From an optimization exercise on the open Yosys and OpenROAD flow, aimed at small area and a short achievable clock period; shortcuts taken in it are not production practice.
Function was checked by simulation only, so behaviour that the tests miss may differ from the original.
Power and IR drop assume default switching activity.

run A:
Design sigmoid, start of the top module:
module sigmoid(
	input wire clk,
	input wire reset,
	input wire enable,
	input wire [17:0] x1,
	output reg [15:0] fixed_op
	);
	wire [16:0] m   = x1[16:0];
	wire        neg = x1[17];
	wire lt0 = m < 17'h018B7;
	wire lt1 = m < 17'h054A3;
	wire r0  = lt0;
	wire r1  = ~lt0 & lt1;
	wire r2  = ~lt1 & ~m[16] & ~m[15];
	wire r3  = ~m[16] & m[15];
	wire sat = m >= 17'd62874;	 
	wire [14:0] n  = m[14:0];
	wire [14:0] ni = ~n;
	wire p0_0 = r2;
	wire p0_5 = (r3 & n[0]);
	wire p0_6 = (r3 & n[1]);
	wire p0_7 = (r3 & n[2]);
	wire p0_8 = (r2 & n[0]) | (r3 & n[3]);
	wire p0_9 = (r2 & n[1]) | (r3 & n[4]);
	wire p0_10 = (r1 & n[0]) | (r2 & n[2]) | (r3 & n[5]);
	wire p0_11 = (r0 & n[0]) | (r1 & n[1]) | (r2 & n[3]) | (r3 & n[6]);
	wire p0_12 = (r0 & n[1]) | (r1 & n[2]) | (r2 & n[4]) | (r3 & n[7]);
	wire p0_13 = (r0 & n[2]) | (r1 & n[3]) | (r2 & n[5]) | (r3 & n[8]);
	wire p0_14 = (r0 & n[3]) | (r1 & n[4]) | (r2 & n[6]) | (r3 & n[9]);
  ...
clock: 14.0 ns
lec_check: 0
abc_area: 1
cap_margin: 20
core_margin: 2
core_utilization: 60
cts_buf_list: sky130_fd_sc_hd__clkbuf_4
slew_margin: 60
synth_hierarchical: 1
standard.sh (not shown) runs the stock make flow with config.mk's settings and CLKGATE_MAP_FILE= SYNTH_SCRIPT=/design/flow/synth_recipe.tcl, a recipe that flattens the netlist after the stock synthesis.
==> flow/flow/run.sh <==
#!/bin/bash
# The standard layout, with two changes:
#  - plain buffers (buf_1) on the ports instead of the default delay-cell buffers;
#  - synthesis runs flow/synth.tcl: synth_recipe.tcl unchanged except that the
#    two-input XOR cells (module sigmoid_xor) are mapped by ABC with an
#    area-only script (flow/xor_area.abc), so they become xor2 cells.
# The make output goes to standard.log; ORFS keeps each step's log under orfs/logs/.
set -euo pipefail
F=$(pwd)/flow
bash standard.sh SYNTH_SCRIPT=$F/synth.tcl MY_XOR_ABC_SCRIPT=$F/xor_area.abc MY_TOP_ABC_SCRIPT=$F/top.abc \
  BUFFER_PORTS_ARGS="-buffer_cell sky130_fd_sc_hd__buf_1" finish > standard.log 2>&1
==> flow/flow/synth.tcl <==
proc synth {args} { yosys synth -nofsm -noshare {*}$args }
# Map the XOR cells' module with an area-only ABC script; everything else
# with the flow's own ABC script.
proc abc {args} {
  set mod_args $args
  set i [lsearch -exact $mod_args -script]
  lset mod_args [expr {$i + 1}] $::env(MY_XOR_ABC_SCRIPT)
  yosys select sigmoid_xor
  yosys abc {*}$mod_args
  yosys select * sigmoid_xor %d
  set top_args $args
  if {[info exists ::env(MY_TOP_ABC_SCRIPT)]} { lset top_args [expr {$i + 1}] $::env(MY_TOP_ABC_SCRIPT) }
  yosys abc {*}$top_args
  yosys select -clear
}
source $::env(SCRIPTS_DIR)/synth.tcl
# left out here: clear keep_hierarchy, flatten, clean up, hide names made inside functions, write 1_2_yosys.v
==> flow/flow/top.abc <==
strash
dch
map -B 0.9
topo
stime -c
upsize -c
dnsize -c
==> flow/flow/xor_area.abc <==
strash
map -a
Run A finished every stage and its layout cleared the timing, DRC and antenna checks.
Modified inputs, run B compared to run A
# run A
export LEC_CHECK = 0
export ABC_AREA = 1
export CAP_MARGIN = 20
export CORE_MARGIN = 2
export CORE_UTILIZATION = 60
export CTS_BUF_LIST = sky130_fd_sc_hd__clkbuf_4
export SLEW_MARGIN = 60
export SYNTH_HIERARCHICAL = 1
create_clock -name core_clock -period 14.0 [get_ports {clk}]
# run B
export LEC_CHECK = 0
export ABC_AREA = 1
export CAP_MARGIN = 20
export CORE_MARGIN = 2
export CORE_UTILIZATION = 60
export CTS_BUF_LIST = sky130_fd_sc_hd__clkbuf_4
export SLEW_MARGIN = 50
export SYNTH_HIERARCHICAL = 1
create_clock -name core_clock -period 14.0 [get_ports {clk}]
==> flow/flow/run.sh <==
#!/bin/bash
# The standard layout, with plain buffers (buf_1) on the ports instead of the
# default delay-cell buffers.  The make output goes to standard.log; ORFS keeps
# each step's log under orfs/logs/.
set -euo pipefail
bash standard.sh BUFFER_PORTS_ARGS="-buffer_cell sky130_fd_sc_hd__buf_1" finish > standard.log 2>&1
removed: flow/flow/synth.tcl
removed: flow/flow/top.abc
removed: flow/flow/xor_area.abc
Results
Re cell count: run A was lower than run B. Density: run B sparser than run A. Run A consumes more power than run B. On leakage power of the design, the higher figure sits with run B, not run A. [diff] die footprint, run B relative to run A: regression.
Input-level comparison between run C and run B:
# run B
export LEC_CHECK = 0
export ABC_AREA = 1
export CAP_MARGIN = 20
export CORE_MARGIN = 2
export CORE_UTILIZATION = 60
export CTS_BUF_LIST = sky130_fd_sc_hd__clkbuf_4
export SLEW_MARGIN = 50
export SYNTH_HIERARCHICAL = 1
create_clock -name core_clock -period 14.0 [get_ports {clk}]
# run C
export LEC_CHECK = 0
export ABC_AREA = 1
export CAP_MARGIN = 60
export CORE_MARGIN = 2
export CORE_UTILIZATION = 60
export CTS_BUF_LIST = sky130_fd_sc_hd__clkbuf_4
export SLEW_MARGIN = 60
export SYNTH_HIERARCHICAL = 1
create_clock -name core_clock -period 14.0 [get_ports {clk}]
==> flow/flow/run.sh <==
#!/bin/bash
# The standard layout, with two changes:
#  - plain buffers (buf_1) on the ports instead of the default delay-cell buffers;
#  - synthesis runs flow/synth.tcl: synth_recipe.tcl unchanged except that the
#    two-input XOR cells (module sigmoid_xor) are mapped by ABC with an
#    area-only script (flow/xor_area.abc), so they become xor2 cells.
# The make output goes to standard.log; ORFS keeps each step's log under orfs/logs/.
set -euo pipefail
F=$(pwd)/flow
bash standard.sh SYNTH_SCRIPT=$F/synth.tcl MY_XOR_ABC_SCRIPT=$F/xor_area.abc \
  BUFFER_PORTS_ARGS="-buffer_cell sky130_fd_sc_hd__buf_1" finish > standard.log 2>&1
==> flow/flow/synth.tcl (new file) <==
proc synth {args} { yosys synth -nofsm -noshare {*}$args }
# synth_recipe.tcl, except that ABC maps the XOR cells (module sigmoid_xor)
# with an area-only script and everything else with the flow's own script.
proc abc {args} {
  set mod_args $args
  set i [lsearch -exact $mod_args -script]
  lset mod_args [expr {$i + 1}] $::env(MY_XOR_ABC_SCRIPT)
  yosys select sigmoid_xor
  yosys abc {*}$mod_args
  yosys select * sigmoid_xor %d
  yosys abc {*}$args
  yosys select -clear
}
source $::env(SCRIPTS_DIR)/synth.tcl
# left out here: clear keep_hierarchy, flatten, clean up, hide names made inside functions, write 1_2_yosys.v
==> flow/flow/xor_area.abc (new file) <==
strash
map -a
### Flow results
- Going from run B to run C, count of multi-input combinational gates shrank by a few percent.
- Going from run B to run C, largest incremental delay on the critical path barely changed, share of cell area taken by flip-flops and latches +0.44 points.
- The lower basic-gate share of the synthesized area counting and, or, nand and nor cells of run C and run B is in run C.
- Run C vs run B, number of tap cells inserted went down by 4.3%.
- After detailed routing, run B needs more wire than run C.
For run D, these inputs were changed with respect to run C:
# run C
export LEC_CHECK = 0
export ABC_AREA = 1
export CAP_MARGIN = 60
export CORE_MARGIN = 2
export CORE_UTILIZATION = 60
export CTS_BUF_LIST = sky130_fd_sc_hd__clkbuf_4
export SLEW_MARGIN = 60
export SYNTH_HIERARCHICAL = 1
create_clock -name core_clock -period 14.0 [get_ports {clk}]
# run D
export LEC_CHECK = 0
export ABC_AREA = 1
export CAP_MARGIN = 20
export CORE_MARGIN = 2
export CORE_UTILIZATION = 60
export CTS_BUF_LIST = sky130_fd_sc_hd__clkbuf_4
export SLEW_MARGIN = 60
export SYNTH_HIERARCHICAL = 1
create_clock -name core_clock -period 14.0 [get_ports {clk}]
==> flow/flow/run.sh <==
#!/bin/bash
set -euo pipefail
F=$(pwd)/flow
bash standard.sh SYNTH_SCRIPT=$F/synth.tcl MY_ABC_SCRIPT=$F/area.abc \
  BUFFER_PORTS_ARGS="-buffer_cell sky130_fd_sc_hd__buf_1" finish > standard.log 2>&1
==> flow/flow/area.abc (new file) <==
strash
dch
map -a
==> flow/flow/synth.tcl <==
proc synth {args} { yosys synth -nofsm -noshare {*}$args }
proc abc {args} {
  if {[info exists ::env(MY_ABC_SCRIPT)]} {
    set i [lsearch -exact $args -script]
    if {$i >= 0} { lset args [expr {$i + 1}] $::env(MY_ABC_SCRIPT) }
  }
  yosys abc {*}$args
}
source $::env(SCRIPTS_DIR)/synth.tcl
# left out here: clear keep_hierarchy, flatten, clean up, hide names made inside functions, write 1_2_yosys.v
removed: flow/flow/xor_area.abc
==> run notes <==
- When run D is measured against run C, its number of detailed-route iterations in the first pass turns out 1 lower.
- Run D ends up with lower placement row count than run C does.
- When run D is measured against run C, its final area turns out about 3.6% lower.
- In run D, logic gate share of total power is lower than in run C.


Another version of the RTL of sigmoid (not shown whole).
Size in the first run: about 420 cells after synthesis, about 14 flip-flops, about 37 I/O pins.
export LEC_CHECK = 0
export ABC_AREA = 1
export CAP_MARGIN = 20
export CORE_MARGIN = 2
export CORE_UTILIZATION = 40
export GPL_TIMING_DRIVEN = 1
export SLEW_MARGIN = 20
export SYNTH_HIERARCHICAL = 1
create_clock -name core_clock -period 14.0 [get_ports {clk}]
==> flow/flow/run.sh <==
#!/bin/bash
# The standard layout, with plain buffers (buf_1) on the ports instead of the
# default delay-cell buffers.  The make output goes to standard.log; ORFS keeps
# each step's log under orfs/logs/.
set -euo pipefail
bash standard.sh BUFFER_PORTS_ARGS="-buffer_cell sky130_fd_sc_hd__buf_1" finish > standard.log 2>&1
Next try:
==> flow/flow/run.sh (replaced) <==
#!/bin/bash
set -euo pipefail
bash standard.sh BUFFER_PORTS_ARGS="-buffer_cell sky130_fd_sc_hd__buf_1" SETUP_SLACK_MARGIN=7.2 TNS_END_PERCENT=0 finish > standard.log 2>&1
Settings changed: CORE_UTILIZATION 40 to 60, CTS_BUF_LIST set to sky130_fd_sc_hd__clkbuf_4, GPL_TIMING_DRIVEN 1 to unset.
Effect: The new run completed with no timing, DRC or antenna violations; non-clock buffer count rose by 36; final cell count rose by 0.90%; sequential power is about the same; clock power fell by 24%; global-route usage rose by 13 points; routed wire length rose by 12%.
Next try:
==> flow/flow/run.sh (replaced) <==
#!/bin/bash
# The standard layout, with plain buffers (buf_1) on the ports instead of the
# default delay-cell buffers.  The make output goes to standard.log; ORFS keeps
# each step's log under orfs/logs/.
set -euo pipefail
bash standard.sh BUFFER_PORTS_ARGS="-buffer_cell sky130_fd_sc_hd__buf_1" finish > standard.log 2>&1
Settings changed: CORE_UTILIZATION 60 to 40, CTS_BUF_LIST sky130_fd_sc_hd__clkbuf_4 to unset.
Effect:
- total power shrinks by 15%
- clock power is higher by 31%
- maximum frequency shrinks by 7.0%
- die area is higher by 47%
- count of clock-buffer cells in the layout climbs by 1
- worst hold slack is worse by 0.012 ns
- worst setup slack degrades by 0.53 ns


== v28 ==
sigmoid again, from the RTL that the note above started with.
Settings: LEC_CHECK=0, ABC_AREA=1, CAP_MARGIN=20, CORE_MARGIN=2, CORE_UTILIZATION=60, CTS_BUF_LIST=sky130_fd_sc_hd__clkbuf_4, SLEW_MARGIN=20, SYNTH_HIERARCHICAL=1; clock period 14.0 ns.
==> flow/flow/run.sh <==
#!/bin/bash
# The standard layout, with plain buffers (buf_1) on the ports instead of the
# default delay-cell buffers.  The make output goes to standard.log; ORFS keeps
# each step's log under orfs/logs/.
set -euo pipefail
bash standard.sh BUFFER_PORTS_ARGS="-buffer_cell sky130_fd_sc_hd__buf_1" finish > standard.log 2>&1
v28: done, clean on timing, DRC and antenna
--- input diff v28..v55 ---
==> flow/flow/run.sh <==
#!/bin/bash
set -euo pipefail
bash standard.sh BUFFER_PORTS_ARGS="-buffer_cell sky130_fd_sc_hd__buf_1" SETUP_SLACK_MARGIN=6.8 TNS_END_PERCENT=0 finish > standard.log 2>&1
On v55: routed wire length is 5.4% higher than what v28 gave.
The final routed wire length divided by cell count of v55 is higher than that of v28.
Maximum clock frequency (higher): v55
Input-level comparison between v35 and v55:
==> flow/flow/run.sh <==
#!/bin/bash
# The standard layout, with plain buffers (buf_1) on the ports instead of the
# default delay-cell buffers.  The make output goes to standard.log; ORFS keeps
# each step's log under orfs/logs/.
set -euo pipefail
bash standard.sh BUFFER_PORTS_ARGS="-buffer_cell sky130_fd_sc_hd__buf_1" finish > standard.log 2>&1
-- flow/config.mk --
<<< v55, line 10
export CORE_MARGIN = 2
export CORE_UTILIZATION = 60
export CTS_BUF_LIST = sky130_fd_sc_hd__clkbuf_4
>>> v35, line 10
export CORE_MARGIN = 2
export CORE_UTILIZATION = 80
export CTS_BUF_LIST = sky130_fd_sc_hd__clkbuf_4
### Flow results
- v35 closes out successfully: all stages finished, all timing, DRC and antenna checks passed.
- v55 → v35: wire length went up by 4.5%, maximum VDD drop went down by about 16%, switching power as a share of total power went up by 2.8 points, number of hold violations in the final report was more or less identical.
- Hold slack was lower in the run labelled v55.


RTL: one of the versions met above, not the one the previous note started from.
Size: about 480 cells after synthesis, about 14 flip-flops, ~0.0031 sq mm of cells after synthesis.
Settings: LEC_CHECK=0, ABC_AREA=1, CAP_MARGIN=20, CORE_MARGIN=2, CORE_UTILIZATION=60, CTS_BUF_LIST=sky130_fd_sc_hd__clkbuf_4, SLEW_MARGIN=60, SYNTH_HIERARCHICAL=1; clock period 14.0 ns.
==> flow/flow/run.sh <==
#!/bin/bash
set -euo pipefail
bash standard.sh BUFFER_PORTS_ARGS="-buffer_cell sky130_fd_sc_hd__buf_1" SETUP_SLACK_MARGIN=7 TNS_END_PERCENT=0 SETUP_MOVE_SEQUENCE=sizeup,swap finish > standard.log 2>&1
Edit:
==> flow/flow/run.sh (replaced) <==
#!/bin/bash
# The standard layout, with plain buffers (buf_1) on the ports instead of the
# default delay-cell buffers.  The make output goes to standard.log; ORFS keeps
# each step's log under orfs/logs/.
set -euo pipefail
bash standard.sh BUFFER_PORTS_ARGS="-buffer_cell sky130_fd_sc_hd__buf_1" finish > standard.log 2>&1
--- a/flow/config.mk
+++ b/flow/config.mk
@@ -12,3 +12,3 @@
 export CTS_BUF_LIST = sky130_fd_sc_hd__clkbuf_4
-export SLEW_MARGIN = 60
+export SLEW_MARGIN = 85
 export SYNTH_HIERARCHICAL = 1
Outcome:
- final area rises by 5.8%
- global-route usage increases by 1.6 points
- via count goes up by about 0.65%
- maximum frequency shrinks by 19%
- critical path depth went up by 6
- cell count climbs by 2.8%
- utilization climbs by 4.0 points
- area after synthesis does not change
Edit:
==> flow/flow/run.sh (replaced) <==
#!/bin/bash
# The standard layout, with two changes:
#  - plain buffers (buf_2) on the ports instead of the default delay-cell buffers;
#  - synthesis runs flow/synth.tcl: synth_recipe.tcl unchanged except that the
#    two-input XOR cells (module sigmoid_xor) are mapped by ABC with an
#    area-only script (flow/xor_area.abc), so they become xor2 cells.
# The make output goes to standard.log; ORFS keeps each step's log under orfs/logs/.
set -euo pipefail
F=$(pwd)/flow
bash standard.sh SYNTH_SCRIPT=$F/synth.tcl MY_XOR_ABC_SCRIPT=$F/xor_area.abc \
  BUFFER_PORTS_ARGS="-buffer_cell sky130_fd_sc_hd__buf_2" finish > standard.log 2>&1
==> flow/flow/synth.tcl (new file) <==
proc synth {args} { yosys synth -nofsm -noshare {*}$args }
# synth_recipe.tcl, except that ABC maps the XOR cells (module sigmoid_xor)
# with an area-only script and everything else with the flow's own script.
proc abc {args} {
  set mod_args $args
  set i [lsearch -exact $mod_args -script]
  lset mod_args [expr {$i + 1}] $::env(MY_XOR_ABC_SCRIPT)
  yosys select sigmoid_xor
  yosys abc {*}$mod_args
  yosys select * sigmoid_xor %d
  yosys abc {*}$args
  yosys select -clear
}
source $::env(SCRIPTS_DIR)/synth.tcl
# left out here: clear keep_hierarchy, flatten, clean up, hide names made inside functions, write 1_2_yosys.v
==> flow/flow/xor_area.abc (new file) <==
strash
map -a
--- a/flow/config.mk
+++ b/flow/config.mk
@@ -12,3 +12,3 @@
 export CTS_BUF_LIST = sky130_fd_sc_hd__clkbuf_4
-export SLEW_MARGIN = 85
+export SLEW_MARGIN = 60
 export SYNTH_HIERARCHICAL = 1
=> The changed run went through all stages and came out clean; register-to-register slack degrades by 0.04 ns; worst hold slack is about the same; sequential share of layout area rose by 1.5 points; flip-flop and latch count does not change; area after synthesis fell by 4.2%; die area fell by 4.0%; first-iteration DRC count fell by 15%.
Edit:
==> flow/flow/run.sh (replaced) <==
#!/bin/bash
# The standard layout, with two changes:
#  - plain buffers (buf_1) on the ports instead of the default delay-cell buffers;
#  - synthesis runs flow/synth.tcl: synth_recipe.tcl unchanged except that the
#    two-input XOR cells (module sigmoid_xor) are mapped by ABC with an
#    area-only script (flow/xor_area.abc), so they become xor2 cells.
# The make output goes to standard.log; ORFS keeps each step's log under orfs/logs/.
set -euo pipefail
F=$(pwd)/flow
bash standard.sh SYNTH_SCRIPT=$F/synth.tcl MY_XOR_ABC_SCRIPT=$F/xor_area.abc MY_TOP_ABC_SCRIPT=$F/top.abc \
  BUFFER_PORTS_ARGS="-buffer_cell sky130_fd_sc_hd__buf_1" finish > standard.log 2>&1
--- a/flow/flow/synth.tcl
+++ b/flow/flow/synth.tcl
@@ -1,4 +1,4 @@
 proc synth {args} { yosys synth -nofsm -noshare {*}$args }
-# synth_recipe.tcl, except that ABC maps the XOR cells (module sigmoid_xor)
-# with an area-only script and everything else with the flow's own script.
+# Map the XOR cells' module with an area-only ABC script; everything else
+# with the flow's own ABC script.
 proc abc {args} {
@@ -10,3 +10,5 @@
   yosys select * sigmoid_xor %d
-  yosys abc {*}$args
+  set top_args $args
+  if {[info exists ::env(MY_TOP_ABC_SCRIPT)]} { lset top_args [expr {$i + 1}] $::env(MY_TOP_ABC_SCRIPT) }
+  yosys abc {*}$top_args
   yosys select -clear
==> flow/flow/top.abc (new file) <==
strash
dch
map -B 0.8
topo
stime -c
buffer -c
upsize -c
dnsize -c
=>
- The new run ran to the end with no violations
- global-route usage goes down by 0.56 points
- die area goes up by 1.1%
- clock power goes up by about 3%
- combinational power goes down by about 9%
- sequential cell count is unchanged

what the ideal ports hide:
The results above use ideal ports. As a check the final layouts listed here were re-extracted and re-timed, cells and wires unchanged.
Step 1: set_driving_cell puts a clkbuf_16 on clk and a buf_2 on each other input, an assumption about the parent block.
Step 2 adds t to the input delays and takes it off the output delays; t is the mean of the earliest and latest rising clock arrival at the registers after step 1. Input paths then give back, and output paths get back, about the clock's delay inside the block.
Three values: no drivers, after step 1, after step 2; two values: the first two.
| run | shift t [ns] | setup WS [ns] | hold slack, ns | slew at the worst register clock pin (ns) | cell pins on the clock port's net |
|---|---|---|---|---|---|
| run A | 0.298 | 6.906 / 6.906 / 6.608 | 0.477 / 0.477 / 0.477 | 0.08 / 0.08 | 1 |
| run B | 0.296 | 6.834 / 6.833 / 6.537 | 0.477 / 0.477 / 0.477 | 0.08 / 0.08 | 1 |
| run C | 0.296 | 6.804 / 6.798 / 6.502 | 0.478 / 0.478 / 0.478 | 0.09 / 0.09 | 1 |
| run D | 0.310 | 5.337 / 5.338 / 5.028 | 0.482 / 0.482 / 0.482 | 0.09 / 0.09 | 1 |
| the first run of note 2 | 0.259 | 6.465 / 6.466 / 6.207 | 0.471 / 0.471 / 0.471 | 0.06 / 0.06 | 1 |
| the second run of note 2 | 0.310 | 6.996 / 6.985 / 6.674 | 0.483 / 0.483 / 0.483 | 0.10 / 0.10 | 1 |
| the third run of note 2 | 0.259 | 6.465 / 6.466 / 6.207 | 0.471 / 0.471 / 0.471 | 0.06 / 0.06 | 1 |
| v28 | 0.315 | 6.594 / 6.593 / 6.278 | 0.479 / 0.479 / 0.479 | 0.10 / 0.10 | 1 |
| v55 | 0.310 | 6.897 / 6.879 / 6.569 | 0.475 / 0.475 / 0.475 | 0.10 / 0.10 | 1 |
| v35 | 0.319 | 6.422 / 6.423 / 6.104 | 0.481 / 0.481 / 0.481 | 0.10 / 0.10 | 1 |
| the first run of note 4 | 0.298 | 7.080 / 7.026 / 6.727 | 0.470 / 0.470 / 0.470 | 0.08 / 0.08 | 1 |
| the second run of note 4 | 0.301 | 5.483 / 5.480 / 5.179 | 0.472 / 0.472 / 0.472 | 0.09 / 0.09 | 1 |
| the third run of note 4 | 0.299 | 6.912 / 6.916 / 6.616 | 0.471 / 0.471 / 0.471 | 0.08 / 0.08 | 1 |
| the fourth run of note 4 | 0.304 | 6.586 / 6.589 / 6.285 | 0.472 / 0.472 / 0.472 | 0.09 / 0.09 | 1 |
After both steps setup and hold are still met in every run listed. The setup slack of the first run of note 4, which loses most, moves by -0.054 ns with the drivers and by -0.353 ns with both steps.
